This is an optimization exercise on Yosys and OpenROAD, whose aim is small area, not a production implementation.
Only simulation tests tie the RTL to the original design; equivalence was not proved.
No driver is modelled on the clock port, so clocking that relies on it looks cheaper here than on a real chip.
Power figures rest on the tool's default switching activity, not on a simulated workload.

[flow/config.mk]
export PLATFORM = sky130hd
export DESIGN_NAME = UART
export DESIGN_NICKNAME = UART
export VERILOG_FILES = /design/flow/design.v
export SDC_FILE = /design/flow/constraint.sdc
export NUM_CORES = 4
export LEC_CHECK = 0
export CAP_MARGIN = 20
export CORE_MARGIN = 2
export CORE_UTILIZATION = 40
export PLACE_DENSITY = 0.9
export SLEW_MARGIN = 20
[flow/constraint.sdc]
create_clock -name core_clock -period 10.0 [get_ports {clk}]
set_input_delay 2.0000 -clock core_clock [delete_from_list [all_inputs] [get_ports {clk}]]
set_output_delay 2.0000 -clock core_clock [all_outputs]
set_load 0.01 [all_outputs]
[flow/design.v]
`timescale 1ns / 1ps
module UART(
    input clk,
    input rst,
    input start,
    output tx,
    input rx,
    output reg [7:0] rxdata,
    output Rxflag
    );
    localparam [13:0] C_START = 14'd5147, C_TERM = 14'd4416, C_MASK = 14'd10943, C_POL = 14'd5461;
    localparam [12:0] R_PRE = 13'd4640, R_PMASK = 13'd4077, R_TERM = 13'd281, R_MASK = 13'd3815, R_POL = 13'd2730;
    reg p0;
    reg [3:0] m;
    wire idle = ~p0 & (m == 4'd0);
    wire m10 = m[3] & m[1];                  
    assign tx = ~(m[0] | m[2]);             
    reg [13:0] cq;
    wire [13:0] c = cq ^ C_POL;
    wire cterm = (c & C_MASK) == (C_TERM & C_MASK);
    wire cclr = rst | idle | cterm;
    wire [13:0] c_nx = cclr ? C_START : {c[12:0], c[12] ^ c[13]};
    reg bitdone;
    always @(posedge clk) begin
        cq <= c_nx ^ C_POL;
        bitdone <= ~rst & ~idle & cterm;
    end
    always @(posedge clk) begin
        p0 <= ~rst & ((idle & start) | (bitdone & ~m10));
        if (rst | (bitdone & m10)) m <= 4'd0;
        else if (p0) m <= m + 4'd1;
    end
    localparam [3:0] RFLAG = 4'd9, RIDLE = 4'd11;
    reg [3:0] rindex;
    wire ridle = rindex[3] & rindex[0];      
    wire r8 = rindex[3] & ~rindex[0];
    assign Rxflag = ridle & ~rindex[1];
    reg [12:0] rq;
    wire [12:0] r = rq ^ R_POL;
    wire rterm = (r & R_MASK) == (R_TERM & R_MASK);
    wire rpre = (r & R_PMASK) == (R_PRE & R_PMASK);
    wire counting = ~ridle & ~rpre;
    wire [12:0] r_nx = (rst | ridle | rterm | (rpre & ~bitdone)) ? R_PRE : {r[11:0], r[11] ^ r[12]};
    always @(posedge clk) rq <= r_nx ^ R_POL;
    wire rsh = ~rst & rterm;                
    wire rhd = ~rst & ~ridle & ~rsh;
    always @(posedge clk)
        rxdata <= ({8{rsh}} & {rx, rxdata[7:1]}) | ({8{rhd}} & rxdata);
    always @(posedge clk)
    if (rst)
        rindex <= RIDLE;
    else if (ridle)
        rindex <= rx ? RIDLE : 4'd0;
    else if (counting & r8)
        rindex <= RFLAG;
    else if (rterm)
        rindex <= rindex + 4'd1;
endmodule
[flow/flow/run.sh]
#!/bin/bash
# Own layout flow: the standard ORFS flow (standard.sh) with
#  - synthesis: the standard synthesis script, but abc maps with an
#    area-oriented script (flow/area.abc) and no adder extraction;
#    registers, their names and the flattening are unchanged;
#  - port buffers: buf_1 instead of the default choice;
set -euo pipefail
HERE=$(pwd)
{
  head -n 1 synth_recipe.tcl
  cat <<EOF
proc abc {args} {
  set i [lsearch -exact \$args -script]
  if {\$i >= 0} { lset args [expr {\$i+1}] $HERE/flow/area.abc }
  yosys abc {*}\$args
}
EOF
  tail -n +2 synth_recipe.tcl
} > area_synth.tcl
export ADDER_MAP_FILE=
bash standard.sh SYNTH_SCRIPT=$HERE/area_synth.tcl \
  "BUFFER_PORTS_ARGS=-buffer_cell sky130_fd_sc_hd__buf_1" \
  "CTS_ARGS=-sink_clustering_enable -repair_clock_nets -dont_use_dummy_load -buf_list sky130_fd_sc_hd__clkbuf_4" \
  POST_CTS_TCL=$HERE/flow/post_cts.tcl \
  finish > flow.log 2>&1
[flow/flow/area.abc]
strash
ifraig
&get -n
&dch -f
&nf -R 1000 -E 10
&put
mfs3 -a
strash
&get -n
&dch -f
&nf -R 1000 -E 10
&put
mfs2 -a -W 20 -F 4 -D 20
strash
dch -f
map -a
mfs2 -a -W 30 -F 6 -D 30 -M 10000
strash
&get -n
&dch -f
&nf -R 1000
&put
[flow/flow/post_cts.tcl]
set clk_slew_target 0.112
proc max_clk_slew {} {
  estimate_parasitics -placement
  set mx 0
  foreach p [get_pins -hierarchical */CLK] {
    set s [get_property $p slew_max]
    if {$s > $mx} {set mx $s}
  }
  return $mx
}
proc buf_area {b} { return [get_property [get_lib_cells [get_property [get_cells $b] ref_name]] area] }
set root ""
set leaves {}
foreach c [get_cells clkbuf_*] {
  set n [get_full_name $c]
  if {[string match clkbuf_0_* $n]} { set root $n } else { lappend leaves $n }
}
set leaves [lsort $leaves]
set orig {}
foreach b [concat [list $root] $leaves] { lappend orig $b [get_property [get_cells $b] ref_name] }
puts "clock tree: root $root, leaves $leaves, max clock slew [max_clk_slew]"
set best_area 1e9
set best {}
foreach rs {1 2 4 8 16} {
  replace_cell $root sky130_fd_sc_hd__clkbuf_$rs
  foreach b $leaves { replace_cell $b sky130_fd_sc_hd__clkbuf_16 }
  if {[max_clk_slew] >= $clk_slew_target} { continue }
  foreach b $leaves {
    foreach sz {1 2 4 8 16} {
      replace_cell $b sky130_fd_sc_hd__clkbuf_$sz
      if {[max_clk_slew] < $clk_slew_target} { break }
    }
  }
  set a 0
  set cfg {}
  foreach b [concat [list $root] $leaves] { set a [expr {$a + [buf_area $b]}]; lappend cfg $b [get_property [get_cells $b] ref_name] }
  puts "root clkbuf_$rs: area $a, max clock slew [max_clk_slew], $cfg"
  if {$a < $best_area} { set best_area $a; set best $cfg }
}
if {$best == {}} { set best $orig }
foreach {b m} $best { replace_cell $b $m }
detailed_placement
puts "chosen: $best, area $best_area, max clock slew after legalization [max_clk_slew]"
[flow/standard.sh]
#!/bin/bash
# synth_recipe.tcl (not shown) runs the flow's synth.tcl, then flattens the netlist and writes it again
# the make line also repeats each setting of config.mk as NAME=value (left out here)
make -C /OpenROAD-flow-scripts/flow DESIGN_CONFIG=/design/flow/config.mk WORK_HOME=/design/flow/orfs CLKGATE_MAP_FILE= SYNTH_SCRIPT=/design/flow/synth_recipe.tcl "${@:-finish}"
==> metrics.cfg, run 1 <==
[placed_design]
port_buffers=13
gp_congestion=0.811
place_inst=195
hpwl_mm=1.71
dp_slack_ns=6.44

[clock_tree]
clk_pin_slew_worst_paths_ns=0.08
clock-sinks=45
clock_latency_ns=0.49
cts_tree=built

[power]
p_int_mw=0.265
switching_share_pct=31.4
p_seq_share_pct=59.2
irDropWorstVdd_uv=141
power_switching_mw=0.121
pwr-share-clk_pct=19.9
pwr-share-comb_pct=20.9
power.leakage_nw=0.583
power_density_nw_per_um2=252

[routing]
dr_total_vias=1013
drt_wl_total_mm=2.27
firstDrtPassIters=4
dr.first_iter.drc_count=35
wl_per_cell_um=11.4
drtAntennaViolNets=0
via_per_inst=5.07
drc=0

[synth]
synth_mux_area_share_pct=0
avgSynthCellArea_um2=10.1
synth_top_family_by_area=simple AND/OR/NAND/NOR gates
synth_compound_gate_area_share_pct=13.0
synth-simple-area-share_pct=18.9
syn-num-nets=140
synthXorXnorAreaFrac_pct=2.54
synth_area_leaders=dfxtp_1 65%, nor2_1 7.9%, a22o_1 5.1%
synthAdderAreaFrac_pct=0
synth_cell_types=23
yosys_warnings=1
synth_top_area_share_pct=65.3
synth_top_area_cell=dfxtp_1
yosysSeqAreaShare_pct=65.3
netlist_instances=136
synth_area_um2=1380
ys_seq_elements=45

[timing]
slew_headroom_pct=46.4
layout_setup_ws_ns=6.59
final.period_utilization_pct=34.1
grt_setup_unrepaired=false
tns_ns=0
drv_slew=0
tightest_slew_ns=0.796
hold_viol=0
finalClockSkew_ns=0.0159
period_needed_ns=3.41
holdWs_ns=0.385
fmax_ghz=0.293
finalSetupViolCount=0

[global_routing]
overflow=0
grt_pass1_wl_mm=3.98
grt_max_degree=15
track_usage_pct=12.9
antenna_found_initial=0
grt_pass1_vias=915

[die]
rows=21
die_y_um=62.7
die-area_um2=3930
design.core.area_um2=3310
io_pins=14
initial_utilization_pct=41.6
die_width_um=62.7

[final_layout]
drive_gt1_share_pct=2.60
syn_to_final_growth_pct=11.1
fill_cells=348
regArea_um2=901
multi_input_area_um2=474
antenna_cells=0
fin_cells=200
final_cell_mix=45 x dfxtp_1, 29 x nor2_1, 17 x nand2_1
final_nets=160
final_common_cell=dfxtp_1

[run_status]
status=finished clean

[setup_path]
cpLargestDelayFamily=flip-flops
path_max_fanout=7
crit_required_ns=8.00
path_buf_inv=1
path_class=flop to primary output
max_stage_delay_ns=0.44
worstSetupEndpointType=primary output
crit_chain=nand2_1, nor2_1, buf_1
worstPathArrival_ns=1.41
slowest_stage=dfxtp_1
start_kind=flop

[worst_hold_path]
hp-class=flop to flop

[flow_run]
drv_cap=0

## power by group through the flow
stage,clock (mW),sequential [mW],combinational (mW)
after floorplan,0,0.227,0.0639
after global placement,0,0.231,0.0766
after detailed placement,0,0.232,0.0808
after global routing,0.0880,0.233,0.0929
final,0.0770,0.229,0.0806
## through the flow
| stage | area [µm²] | util (%) | total power [mW] |
|---|---|---|---|
| final | 1530 | 46.3 | 0.387 |
| after detailed placement | 1490 | 44.9 | 0.313 |
| after floorplan | 1380 | - | 0.291 |
| after global routing | 1530 | 46.3 | 0.413 |
| after global placement | 1490 | 44.9 | 0.307 |
## sequential cells by signal (all words and copies together) (netlist names)
register,count
cq,14
bitdone,1
rindex,4
p0,1
rxdata,8
rq,13
m,4
## worst reg2reg max path, cell delays in order, from the launching register on
cell,delay (ns)
dfxtp_1,0.33
and3_1,0.17
nand3_1,0.13
nand2_1,0.10
nor2_1,0.50
o21ai_0,0.48
nor2_1,0.21
## routing by layer
metal  global-route usage (%)  routed length [µm]  part of all wire [%]
met1                     16.8                1070                    47
met2                     19.5                1030                    45
met3                     4.32                 121                   5.3
met4                     5.83                  45                   2.0
met5                        0                   0                     0
## cells by family after synthesis
kind of cell / count (synthesis)
AND/OR/NAND/NOR: 60
flip-flops: 45
AO/OA/AOI/OAI: 26
XOR/XNOR: 4
buffers and inverters: 1
## path summary, 6_finish.rpt
path / startpoint / to / slack [ns] / depth (start not counted)
setup reg to reg: rq[5] / rq[0] / 8.01 / 6
setup / recovery: rindex[3] / Rxflag / 6.59 / 3
hold reg to reg: cq[10] / cq[11] / 0.38 / 1
hold / removal: cq[10] / cq[11] / 0.38 / 1
## synthesized netlist by cell type
master	n
a211oi_1	1
nand4b_1	1
a22oi_1	1
a21oi_1	7
and3_1	2
nor2_1	29
xnor2_1	2
a22o_1	8
nand4_1	1
clkinv_1	1
xor2_1	2
nor4b_1	1
nand2_1	17
o21a_1	2
dfxtp_1	45
nand3b_1	1
a31oi_1	2
a21boi_0	1
a31o_1	1
nor3_1	3
nand3_1	2
nor4_1	3
o21ai_0	3
## area by class of cell
cell class / instances / area share (%)
Tap cell: 46 / 3.76
Timing Repair Buffer: 13 / 3.19
Sequential cell: 45 / 58.8
Multi-Input combinational cell: 90 / 31.0
Inverter: 1 / 0.245
Clock buffer: 5 / 3.02
==> run 2, diff against run 1 <==
==> flow/flow/area.abc (replaced) <==
strash
&get -n
&synch2
&put
dch -f
map -a
mfs3 -a
strash
&get -n
&dch
&nf -R 1000
&put
mfs3 -a -E 10000 -I 30
strash
&get -n
&dch -f -r
&nf -R 1000 -E 10
&put
mfs2 -a -W 20 -F 4 -D 20
strash
&get -n
&dch -f
&nf -R 100
&put
==> run 2 against run 1 <==
  * Cell area hardly changed
  * Power is 16% lower
  * Clock-buffer cell count stayed put
  * Wire length is 8.5% lower
  * Highest routed layer unchanged
==> metrics.cfg, run 2 <==
[run_status]
status=finished clean

[routing]
via_per_inst=4.81
firstDrtPassIters=4
dr.first_iter.drc_count=53
drt_wl_total_mm=2.08
drtAntennaViolNets=0
wl_per_cell_um=10.5
drc=0
dr_total_vias=948

[synth]
synth_area_leaders=dfxtp_1 66%, nor2_1 7.1%, a22o_1 5.1%
yosys_warnings=1
synth_flop_cell=dfxtp_1
avgSynthCellArea_um2=10.3
yosysSeqAreaShare_pct=65.6
syn-num-nets=137
synth.most_common_cell=dfxtp_1
synthArstFlopShare_pct=0
ys_top_cells_by_count=45 x dfxtp_1, 26 x nor2_1, 18 x nand2_1
netlist_instances=133
synth_area_um2=1370
synth_top_area_share_pct=65.6
synth-edff-count=0
synth_cell_types=24
ys_seq_elements=45
synth_top_area_cell=dfxtp_1

[placed_design]
gp_congestion=0.804
port_buffers=13
hpwl_mm=1.53

[clock_tree]
clock_latency_ns=0.52
clock-sinks=45
clk_pin_slew_worst_paths_ns=0.09
cts_tree=built

[final_layout]
reg.largest.list=cq x14, rq x13, rxdata x8
drive_gt1_share_pct=3.31
antenna_cells=0
largest_register_ffs=14
final_nets=157
syn_to_final_growth_pct=11.5
fill_cells=321
final_common_cell=dfxtp_1
final_cell_mix=45 x dfxtp_1, 26 x nor2_1, 18 x nand2_1
regMostFlops=cq

[die]
initial_utilization_pct=41.5
rows=21
die_width_um=62.6
die_y_um=62.6
die-area_um2=3920
io_pins=14
design.core.area_um2=3310

[global_routing]
grt_pass1_vias=900
grt_pass1_wl_mm=3.82
track_usage_pct=12.8
antenna_found_initial=0
overflow=0
grt_max_degree=14

[timing]
tns_ns=0
drv_slew=0
holdWs_ns=0.371
finalClockSkew_ns=0.0266
grt_setup_unrepaired=false
finalSetupViolCount=0
tightest_slew_ns=0.839
final.period_utilization_pct=33.5
period_needed_ns=3.35
fmax_ghz=0.299
slew_headroom_pct=43.5
hold_viol=0

[setup_path]
path_class=flop to primary output
slowest_stage=dfxtp_1
max_stage_delay_ns=0.45
start_kind=flop
r2r_end=rq[8]
worstSetupEndpointType=primary output
worstPathArrival_ns=1.35
path_buf_inv=1
reg2reg_slack_ns=7.99
worstRegToRegCells=5
r2r_start=rq[0]
cpLargestDelayFamily=flip-flops
crit_required_ns=8.00
crit_chain=nand2_1, nor2_1, buf_1
path_max_fanout=6

[power]
p_total_mw=0.326
power.leakage_nw=0.595
power_density_nw_per_um2=213
irDropWorstVdd_uv=60.9

[worst_hold_path]
worstHoldEndpoint=cq[2]
hp-class=flop to flop
min-delay-start=cq[1]
whs_path_depth=1

[flow_run]
drv_cap=0

## run 2: changes by cell type in the layout (fill, tap and decap cells not counted), sizes merged, moves of 2 or more
cell   change
a21oi      -4
nor3       +4
and2       +3
nor2       -3
and3       +2
nand3      -2
o21ai      -2
## run 2: area by class of cell
| cell class | instances | area (µm²) | share of cell area, % |
|---|---|---|---|
| flip-flops and latches | 45 | 901 | 58.9 |
| inverters | 1 | 3.75 | 0.245 |
| clock buffers | 5 | 46.3 | 3.03 |
| well taps | 46 | 57.6 | 3.76 |
| multi-input cells | 87 | 473 | 30.9 |
| repair buffers | 13 | 48.8 | 3.19 |
## run 2: per-stage QoR
step                utilization [%]  instance area (µm²)  instances  setup slack (ns)
detailed placement             44.7                 1480        192              5.96
global route                   46.2                 1530        197              6.46
floorplan                         -                 1370        133              6.60
global placement               44.7                 1480        192              6.09
finish                         46.2                 1530        197              6.65
## run 2: report_power, final
group	switching, mW	internal (mW)	total, mW
clock	0.0490	0.0283	0.0773
combinational	0.0268	0.0171	0.0440
sequential	0.0111	0.194	0.205
## run 2: worst max-delay path by stage
stage / cells after the start / slack [ns] / from / to
final: 3 / 6.65 / rindex[0] / Rxflag
after detailed placement: 4 / 5.96 / rst / rq[0]
after floorplan: 3 / 6.60 / rst / rq[0]
after global routing: 3 / 6.46 / rindex[0] / Rxflag
after global placement: 4 / 6.09 / rst / rq[0]
## run 2: routing by layer
metal | GRT usage [%] | vias up | part of all wire (%)
met5 | 0 | - | 0
met4 | 8.33 | 0 | 2.4
li1 | - | 497 | -
met2 | 19.2 | 15 | 45
met3 | 5.41 | 6 | 4.5
met1 | 15.0 | 430 | 48
## run 2: logic make-up after synthesis
kind of cell	count (synthesis)	share of synthesized area, %
and+or+nand+nor	63	20.4
DFF	45	65.6
AOI/OAI and AO/OA	21	11.8
xor gates and xnor gates	3	1.91
buffers and inverters	1	0.273
==> run 3, diff against run 2 <==
--- a/flow/flow/post_cts.tcl
+++ b/flow/flow/post_cts.tcl
@@ -1,2 +1,2 @@
-set clk_slew_target 0.112
+set clk_slew_target 0.124
 proc max_clk_slew {} {
==> run 3 against run 2 <==
  * Largest power group unchanged
  * Worst hold slack improved by 0.0053 ns
  * First-iteration DRC count increased by 3.8%
  * Fmax increased by 1.2%
  * Critical endpoint unchanged
  * Clock-buffer cell count unchanged
  * Cell area decreased by 0.82%
==> metrics.cfg, run 3 <==
[global_routing]
grt_max_degree=14
track_usage_pct=12.3
grt_use_met3_pct=5.41
use_met1_pct=15.3
busiest_layer=met2
grt_pass1_vias=864
grt_pass1_wl_mm=3.73
overflow=0
antenna_found_initial=0
met2_usage_pct=18.0

[power]
irDropWorstVdd_uv=77.1
power.leakage_nw=0.590
power_density_nw_per_um2=208

[synth]
synth_top_family_by_area=simple AND/OR/NAND/NOR gates
synth_compound_gate_area_share_pct=11.8
synth_cell_types=24
synth.most_common_cell=dfxtp_1
synth_area_um2=1370
ys_top_cells_by_count=45 x dfxtp_1, 26 x nor2_1, 18 x nand2_1
synth_top_area_cell=dfxtp_1
synth-edff-count=0
avgSynthCellArea_um2=10.3
synthArstFlopShare_pct=0
synth_top_area_share_pct=65.6
synth_mux_area_share_pct=0
syn-num-nets=137
yosys_warnings=1
synth_flop_cell=dfxtp_1
ys_seq_elements=45
synthAdderAreaFrac_pct=0
synthXorXnorAreaFrac_pct=1.91
synth-simple-area-share_pct=20.4
netlist_instances=133
yosysSeqAreaShare_pct=65.6
synth_area_leaders=dfxtp_1 66%, nor2_1 7.1%, a22o_1 5.1%

[clock_tree]
clock_latency_ns=0.49
clk_pin_slew_worst_paths_ns=0.12
clock-sinks=45
cts_tree=built

[timing]
grt_setup_unrepaired=false
finalClockSkew_ns=0.0238
layout_setup_ws_ns=6.69
slew_headroom_pct=44.6
finalSetupViolCount=0
drv_slew=0
hold_viol=0
fmax_ghz=0.302
final.period_utilization_pct=33.1
holdWs_ns=0.377
tightest_slew_ns=0.823
period_needed_ns=3.31
tns_ns=0

[setup_path]
start_kind=flop
worstSetupEndpointType=primary output
path_class=flop to primary output
worstRegToRegCells=5
crit_required_ns=8.00
worstPathArrival_ns=1.31
path_max_fanout=5

[die]
design.core.area_um2=3310
die_y_um=62.6
die_width_um=62.6
io_pins=14
die-area_um2=3920
rows=21
initial_utilization_pct=41.5

[routing]
drt_wl_total_mm=2.03
wl_per_cell_um=10.3
via_per_inst=4.83
firstDrtPassIters=5
dr.first_iter.drc_count=55
drc=0
drtAntennaViolNets=0
dr_total_vias=951

[placed_design]
hpwl_mm=1.53
dp_slack_ns=5.96
gp_congestion=0.804
place_area_um2=1480
port_buffers=13

[flow_run]
drv_cap=0

[worst_hold_path]
whs_path_depth=1
hp-class=flop to flop

[final_layout]
antenna_cells=0
stdcell_area_um2=1520
largest_register_ffs=14
drive_gt1_share_pct=3.31
syn_to_final_growth_pct=10.6
reg.largest.list=cq x14, rq x13, rxdata x8
final_cell_mix=45 x dfxtp_1, 26 x nor2_1, 18 x nand2_1
final_nets=157
final_common_cell=dfxtp_1
regMostFlops=cq

[run_status]
status=finished clean

-- run 3: cell counts after synthesis --
No cell type changed its count.
-- run 3: cell families (layout without fill, tap and decap cells) --
group | Yosys count | after routing
buffers and inverters | 1 | 19
AND/OR/NAND/NOR | 63 | 63
XOR/XNOR | 3 | 3
AO/OA/AOI/OAI | 21 | 21
flip-flops | 45 | 45
-- run 3: layout make-up --
cell class / instances / area [µm²]
Clock buffer: 5 / 33.8
Fill cell: 326 / 1790
Inverter: 1 / 3.75
Multi-Input combinational cell: 87 / 473
Sequential cell: 45 / 901
Tap cell: 46 / 57.6
Timing Repair Buffer: 13 / 48.8
-- run 3: through the flow --
stage | cells | utilization [%] | power, mW
after global placement | 192 | 44.7 | 0.250
after floorplan | 133 | - | 0.241
after detailed placement | 192 | 44.7 | 0.252
after global routing | 197 | 45.8 | 0.337
final | 197 | 45.8 | 0.316
-- run 3: metal layers --
layer / share of wire, % / routed length, µm
met1: 49 / 994
met2: 44 / 897
met3: 5.1 / 103
met4: 1.5 / 30
met5: 0 / 0
-- run 3: report_power, final --
part           switching (mW)  total, mW  internal [mW]
clock                  0.0474     0.0674         0.0200
combinational          0.0266     0.0438         0.0172
sequential             0.0109      0.205          0.194
-- run 3: worst paths after layout --
kind	from	to	slack [ns]
min reg2reg	cq[1]	cq[2]	0.38
min	cq[1]	cq[2]	0.38
max	rindex[3]	Rxflag	6.69
max reg2reg	rq[5]	rq[10]	7.97
-- run 3: worst max-delay path: stages (launching register included) --
cell	delay, ns
dfxtp_1	0.43
nand2_1	0.12
nor2_1	0.10
buf_1	0.16
==> run 4, diff against run 3 <==
--- a/flow/flow/post_cts.tcl
+++ b/flow/flow/post_cts.tcl
@@ -1,2 +1,2 @@
-set clk_slew_target 0.124
+set clk_slew_target 0.118
 proc max_clk_slew {} {
==> run 4 against run 3 <==
  * Still clean
  * Worst hold slack lost 0.011 ns
  * Clock skew increased by 0.0034 ns
  * First-iteration DRC count decreased by 24%
  * Non-clock buffer count stayed put
  * Final cell count unchanged
  * Worst setup slack better by 0.10 ns
  * Synthesized cell count unchanged
  * Critical path depth stayed put
  * Clock-buffer cell count is the same
  * Synthesized area is the same
  * Critical endpoint unchanged
  * Largest power group unchanged
  * Highest routed layer unchanged
==> metrics.cfg, run 4 <==
[die]
rows=21
initial_utilization_pct=41.5
io_pins=14
design.core.area_um2=3310
die_y_um=62.6
die_width_um=62.6
die-area_um2=3920

[placed_design]
place_inst=192
port_buffers=13
place_area_um2=1480
hpwl_mm=1.53
gp_congestion=0.804

[global_routing]
grt_pass1_wl_mm=3.82
grt_pass1_vias=884
grt_max_degree=14
overflow=0
antenna_found_initial=0
track_usage_pct=12.6

[timing]
slew_headroom_pct=43.9
holdWs_ns=0.366
finalSetupViolCount=0
fmax_ghz=0.312
hold_viol=0
drv_slew=0
final.period_utilization_pct=32.0
tns_ns=0
tightest_slew_ns=0.832
period_needed_ns=3.20
grt_setup_unrepaired=false
finalClockSkew_ns=0.0273

[worst_hold_path]
worstHoldEndpoint=cq[8]
min-delay-start=cq[7]
whs_path_depth=1
hp-class=flop to flop

[synth]
syn-num-nets=137
synth_cell_types=24
synth_top_area_share_pct=65.6
synth-edff-count=0
yosys_warnings=1
ys_top_cells_by_count=45 x dfxtp_1, 26 x nor2_1, 18 x nand2_1
synth_flop_cell=dfxtp_1
synth_area_um2=1370
synthArstFlopShare_pct=0
ys_seq_elements=45
avgSynthCellArea_um2=10.3
netlist_instances=133
synth.most_common_cell=dfxtp_1
synth_top_area_cell=dfxtp_1
synth_area_leaders=dfxtp_1 66%, nor2_1 7.1%, a22o_1 5.1%
yosysSeqAreaShare_pct=65.6

[routing]
firstDrtPassIters=4
via_per_inst=4.83
wl_per_cell_um=10.5
dr_total_vias=952
drt_wl_total_mm=2.08
drtAntennaViolNets=0
dr.first_iter.drc_count=42
drc=0

[final_layout]
regMostFlops=cq
final_common_cell=dfxtp_1
antenna_cells=0
multi_input_area_um2=473
reg.largest.list=cq x14, rq x13, rxdata x8
final_cell_mix=45 x dfxtp_1, 26 x nor2_1, 18 x nand2_1
regArea_um2=901
drive_gt1_share_pct=3.97
fill_cells=322
syn_to_final_growth_pct=11.1
fin_cells=197
stdcell_area_um2=1530
largest_register_ffs=14
final_nets=157
utilization_pct=46.1

[clock_tree]
clock-sinks=45
clock_latency_ns=0.38
cts_tree=built
clk_pin_slew_worst_paths_ns=0.11

[flow_run]
drv_cap=0

[power]
power_density_nw_per_um2=212
irDropWorstVdd_uv=77.4
power.leakage_nw=0.596

[setup_path]
worstPathArrival_ns=1.20
crit_required_ns=8.00
slowest_stage=dfxtp_1
worstRegToRegCells=5
worstSetupEndpointType=primary output
r2r_end=rq[10]
path_max_fanout=6
reg2reg_slack_ns=8.01
start_kind=flop
crit_chain=nand2_1, nor2_1, buf_1
path_class=flop to primary output
r2r_start=rq[0]
max_stage_delay_ns=0.45

[run_status]
status=finished clean

run 4: cell counts after synthesis:
No cell type changed its count.
run 4: cells by family after synthesis:
group | count (synthesis) | synth area share [%]
simple gates | 63 | 20.4
flops | 45 | 65.6
compound gates | 21 | 11.8
xor+xnor | 3 | 1.91
buf+inv | 1 | 0.273
run 4: routing by layer:
layer	track usage, %	up-vias	wire [µm]
li1	-	497	-
met1	15.4	434	1000
met2	19.1	16	939
met3	5.41	5	94
met4	5.83	0	41
met5	0	-	0
run 4: worst max path at each step:
stage	end	startpoint	slack, ns
after floorplan	rq[0]	rst	6.60
after global placement	rq[0]	rst	6.09
after detailed placement	rq[0]	rst	5.96
after global routing	rq[10]	rst	6.62
final	Rxflag	rindex[0]	6.80
run 4: cell type report:
cell class | instances | area share [%]
flip-flops and latches | 45 | 59.1
repair buffers | 13 | 3.20
well taps | 46 | 3.77
multi-input cells | 87 | 31.0
clock buffers | 5 | 2.71
inverters | 1 | 0.246
run 4: critical path, delay by kind of cell, from the launching register on:
kind	cells	cell delay, ns
flip-flops	1	0.45
AND/OR/NAND/NOR	2	0.23
buffers and inverters	1	0.16
run 4: report_power, final:
group          internal (mW)  total [mW]  switching [mW]
combinational         0.0171      0.0440          0.0269
sequential             0.194       0.205          0.0110
clock                 0.0256      0.0747          0.0492
total                  0.236       0.323          0.0870
run 4: metrics by stage:
stage | setup WS (ns) | power, mW
finish | 6.80 | 0.323
global route | 6.62 | 0.343
detailed placement | 5.96 | 0.252
global placement | 6.09 | 0.250
floorplan | 6.60 | 0.241

==> port drivers added, routing unchanged <==
The flow's constraints put no driver on any port. The routed layouts listed below were extracted and timed again, unchanged, in two steps. Step 1 assumes that a clkbuf_16 drives the clock port and a buf_2 every other input. Step 2 times the ports against the registers' clock, not the clock port: input delays grow and output delays shrink by t, the midpoint of the rising clock arrivals with the driver on. a / b / c = no drivers / after step 1 / after step 2; a / b = the first two.
run	shift t [ns]	setup WS [ns]	slew at the worst register clock pin (ns)	cell pins on the clock port's net
run 1	0.499	6.588 / 6.568 / 6.419	0.09 / 0.09	1
run 2	0.522	6.653 / 6.633 / 6.437	0.10 / 0.10	1
run 3	0.498	6.693 / 6.673 / 6.445	0.12 / 0.12	1
run 4	0.391	6.796 / 6.776 / 6.442	0.11 / 0.11	1
After both steps setup and hold are still met in every run listed. For run 4, which loses most, drivers alone change the setup slack by -0.020 ns; drivers and shift together by -0.354 ns.
